Context: an optimization exercise on an open-source flow, tuned for small area, a short achievable clock period and few clock cycles per item. The choices shown serve that exercise and are no tape-out recipe. Function was checked by simulation only, so behaviour that the tests miss may differ from the original.

## north
==> module gcd, before the edit <==
module gcd(opa, opb, start, resetn, clk, result, done);
input wire [31:0] opa;
input wire [31:0] opb;
input wire start, resetn;
input wire clk;
output wire [31:0] result;
output wire done;
reg  [31:0] A, B;
reg  [4:0]  k;
reg         flag;        
reg         rest;        
reg         sc;          
reg         ys;          
reg         run_reg;
reg         done_reg;
reg         start_reg;
reg         first;       
wire done_now;
assign result = B;
assign done   = done_reg | done_now;
wire init  = start & ~start_reg & (~run_reg | done_now);
wire [31:0] X = sc ? 32'd0 : A;
wire [31:0] Y = ys ? B : 32'd0;
wire [31:0] xy_d;       
wire        xy_gt;      
wire        xy_same;    
absdiff ad0 (.x(X), .y(Y), .d(xy_d), .gt(xy_gt), .eq(xy_same));
wire [3:0] xl = X[4:1] ^ Y[4:1];
wire force1 = sc & (flag | ~A[0]);
wire s1 = ~force1 & ~xl[0] & (xl[1] | ~xl[2]);    
wire s2 = ~force1 & ~xl[0] & ~xl[1];              
wire [31:0] st1 = s1 ? {2'b0, xy_d[31:2]} : {1'b0, xy_d[31:1]};
wire [31:0] nA  = s2 ? {2'b0, st1[31:2]} : st1;
wire nA0 = force1 ? B[1] : (|xl);           
wire swap   = sc | ~(xy_gt | xy_same);
wire finish = run_reg & ~rest & ~flag & xy_same;    
wire k1     = (k == 5'd1);
wire kz     = (k == 5'd0);
assign done_now = finish & ~sc & kz & ~first;
wire nflag = ~flag & ~A[0] & ~B[0];
wire nsc   = nflag | (sc & ~A[0]);
always @(posedge clk) begin
    if (init)
        A <= opa;
    else
        A <= nA;
end
wire b_ld   = init;
wire b_sh   = ~init & run_reg & (rest | (finish & ~sc & ~kz));
wire b_sw   = ~init & run_reg & ~(rest | (finish & ~sc & ~kz)) & swap;
wire b_hold = ~(b_ld | b_sh | b_sw);
wire [31:0] nB = ({32{b_ld}} & opb) | ({32{b_sh}} & {B[30:0], 1'b0}) |
                 ({32{b_sw}} & A) | ({32{b_hold}} & B);
always @(posedge clk)
    B <= nB;
always @(posedge clk) begin
    if (init) begin
        k    <= 5'd0;
        flag <= 1'b0;
        sc   <= ~opb[0];
        ys   <= ~opb[0] | opa[0];
    end else begin
        if (rest | finish) begin
            k    <= k - 5'd1;
        end else begin
            if (flag) k <= k + 5'd1;
            flag <= nflag;
        end
        sc <= nsc;
        ys <= nsc | nA0;
    end
end
always @(posedge clk) begin
    first <= init;
    rest  <= ~init & (rest | finish);
end
always @(posedge clk or negedge resetn) begin
    if (~resetn) begin
        run_reg   <= 1'b0;
        done_reg  <= 1'b0;
        start_reg <= 1'b0;
    end else begin
        start_reg <= start;
        if (init) begin
            run_reg  <= 1'b1;
            done_reg <= 1'b0;
        end else if (run_reg & ((finish & (sc | kz | k1)) | (rest & k1))) begin
            run_reg  <= 1'b0;
            done_reg <= 1'b1;
        end
    end
end
endmodule
clock: 4.0 ns
lec_check: 0
abc_area: 1
cap_margin: 20
core_margin: 2
core_utilization: 40
cts_buf_list: sky130_fd_sc_hd__clkbuf_4 sky130_fd_sc_hd__clkbuf_8
setup_slack_margin: 0.5
slew_margin: 20
standard.sh (not shown) runs the stock make flow with config.mk's settings and CLKGATE_MAP_FILE= SYNTH_SCRIPT=/design/flow/synth_recipe.tcl, a recipe that flattens the netlist after the stock synthesis.
==> flow/flow/run.sh <==
#!/bin/bash
set -e
export BUFFER_PORTS_ARGS="-buffer_cell sky130_fd_sc_hd__buf_1"
export CTS_ARGS="-sink_clustering_enable -repair_clock_nets -buf_list {sky130_fd_sc_hd__clkbuf_4 sky130_fd_sc_hd__clkbuf_8} -dont_use_dummy_load"
bash standard.sh > standard.log 2>&1
Testbench counts of north, summed over its fixed seeds: cycles 169,285, items 8,000.
## Diff of input files: south against north
==> flow/design.v, changed modules only <==
module gcd(opa, opb, start, resetn, clk, result, done);
input wire [31:0] opa;
input wire [31:0] opb;
input wire start, resetn;
input wire clk;
output wire [31:0] result;
output wire done;
reg  [31:0] A, B;
reg  [4:0]  k;
reg         flag;        
reg         rest;        
reg         sc;          
reg         ys;          
reg         run_reg;
reg         done_reg;
reg         start_reg;
reg         first;       
wire done_now;
assign result = B;
assign done   = done_reg | done_now;
wire init  = start & ~start_reg & (~run_reg | done_now);
wire [31:0] X = sc ? 32'd0 : A;
wire [31:0] Y = ys ? B : 32'd0;
wire [31:0] xy_d;       
wire        xy_gt;      
wire        xy_same;    
absdiff ad0 (.x(X), .y(Y), .d(xy_d), .gt(xy_gt), .eq(xy_same));
wire [3:0] xl = X[4:1] ^ Y[4:1];
wire force1 = sc & (flag | ~A[0]);
wire s1 = ~force1 & ~xl[0] & (xl[1] | ~xl[2]);    
wire s2 = ~force1 & ~xl[0] & ~xl[1];              
wire [31:0] st1 = s1 ? {2'b0, xy_d[31:2]} : {1'b0, xy_d[31:1]};
wire [31:0] nA  = s2 ? {2'b0, st1[31:2]} : st1;
wire nA0 = force1 ? B[1] : (|xl);           
wire swap   = sc | ~(xy_gt | xy_same);
wire finish = run_reg & ~rest & ~flag & xy_same;    
wire k1     = (k == 5'd1);
wire kz     = (k == 5'd0);
assign done_now = finish & ~sc & kz & ~first;
wire nflag = ~flag & ~A[0] & ~B[0];
wire nsc   = nflag | (sc & ~A[0]);
always @(posedge clk) begin
    if (init)
        A <= opa;
    else
        A <= nA;
end
wire b_ld   = init;
wire b_sh   = ~init & run_reg & (rest | (finish & ~sc & ~kz));
wire b_sw   = ~init & run_reg & ~(rest | (finish & ~sc & ~kz)) & swap;
wire b_hold = ~(b_ld | b_sh | b_sw);
wire [31:0] nB = ({32{b_ld}} & opb) | ({32{b_sh}} & {B[30:0], 1'b0}) |
                 ({32{b_sw}} & A) | ({32{b_hold}} & B);
always @(posedge clk)
    B <= nB;
always @(posedge clk) begin
    if (init) begin
        k    <= 5'd0;
        flag <= 1'b0;
        sc   <= ~opb[0];
        ys   <= ~opb[0] | opa[0];
    end else begin
        if (rest | finish) begin
            k    <= k - 5'd1;
        end else begin
            if (flag) k <= k + 5'd1;
            flag <= nflag;
        end
        sc <= nsc;
        ys <= nsc | nA0;
    end
end
always @(posedge clk or negedge resetn) begin
    if (~resetn) begin
        run_reg   <= 1'b0;
        done_reg  <= 1'b0;
        start_reg <= 1'b0;
        rest      <= 1'b0;
        first     <= 1'b0;
    end else begin
        start_reg <= start;
        first     <= init;
        if (init) begin
            run_reg  <= 1'b1;
            done_reg <= 1'b0;
            rest     <= 1'b0;
        end else if (run_reg) begin
            if ((finish & (sc | kz | k1)) | (rest & k1)) begin
                run_reg  <= 1'b0;
                done_reg <= 1'b1;
                rest     <= 1'b0;
            end else if (finish) begin
                rest     <= 1'b1;
            end
        end
    end
end
endmodule
Notes after the runs:
From north to south the numbers moved as follows: delay of the slowest cell on the worst path now sits lower, initial standard-cell utilization of the core now sits lower. Smallest hold slack: south and north compared, higher one is south. sky130_fd_sc_hd__dfxtp_4 as the highest-delay cell along the critical path was reported by north, and sky130_fd_sc_hd__dfxtp_2 by south. south -> north: data arrival time of the worst path flat. south against north; HPWL reported at the end of detailed placement is up by a few percent.
Testbench counts of south, summed over its fixed seeds: cycles 169,285, items 8,000.

-- afterwards: timing with drivers on the ports --
How much do the figures lean on ideal ports? The routed layouts below were timed once more, with nothing changed but the port constraints.
Step 1 sets driving cells, clkbuf_16 on the clock port and buf_2 on the other inputs (assumed; they add their load-dependent delay and slew).
Step 2 also shifts input and output timing later by t, the mid clock arrival at the registers, as if the neighbouring blocks saw the same clock.
Slacks: ideal ports / drivers / drivers and shift; pairs: ideal ports / drivers.
| run | shift t [ns] | setup slack, ns | worst setup path at the end | worst register clock-pin slew, ns |
|---|---|---|---|---|
| north | 0.406 | 0.722 / 0.686 / 0.801 | register to register | 0.08 / 0.08 |
| south | 0.403 | 0.706 / 0.669 / 0.854 | register to register | 0.08 / 0.08 |
After both steps every run listed still meets setup and hold.
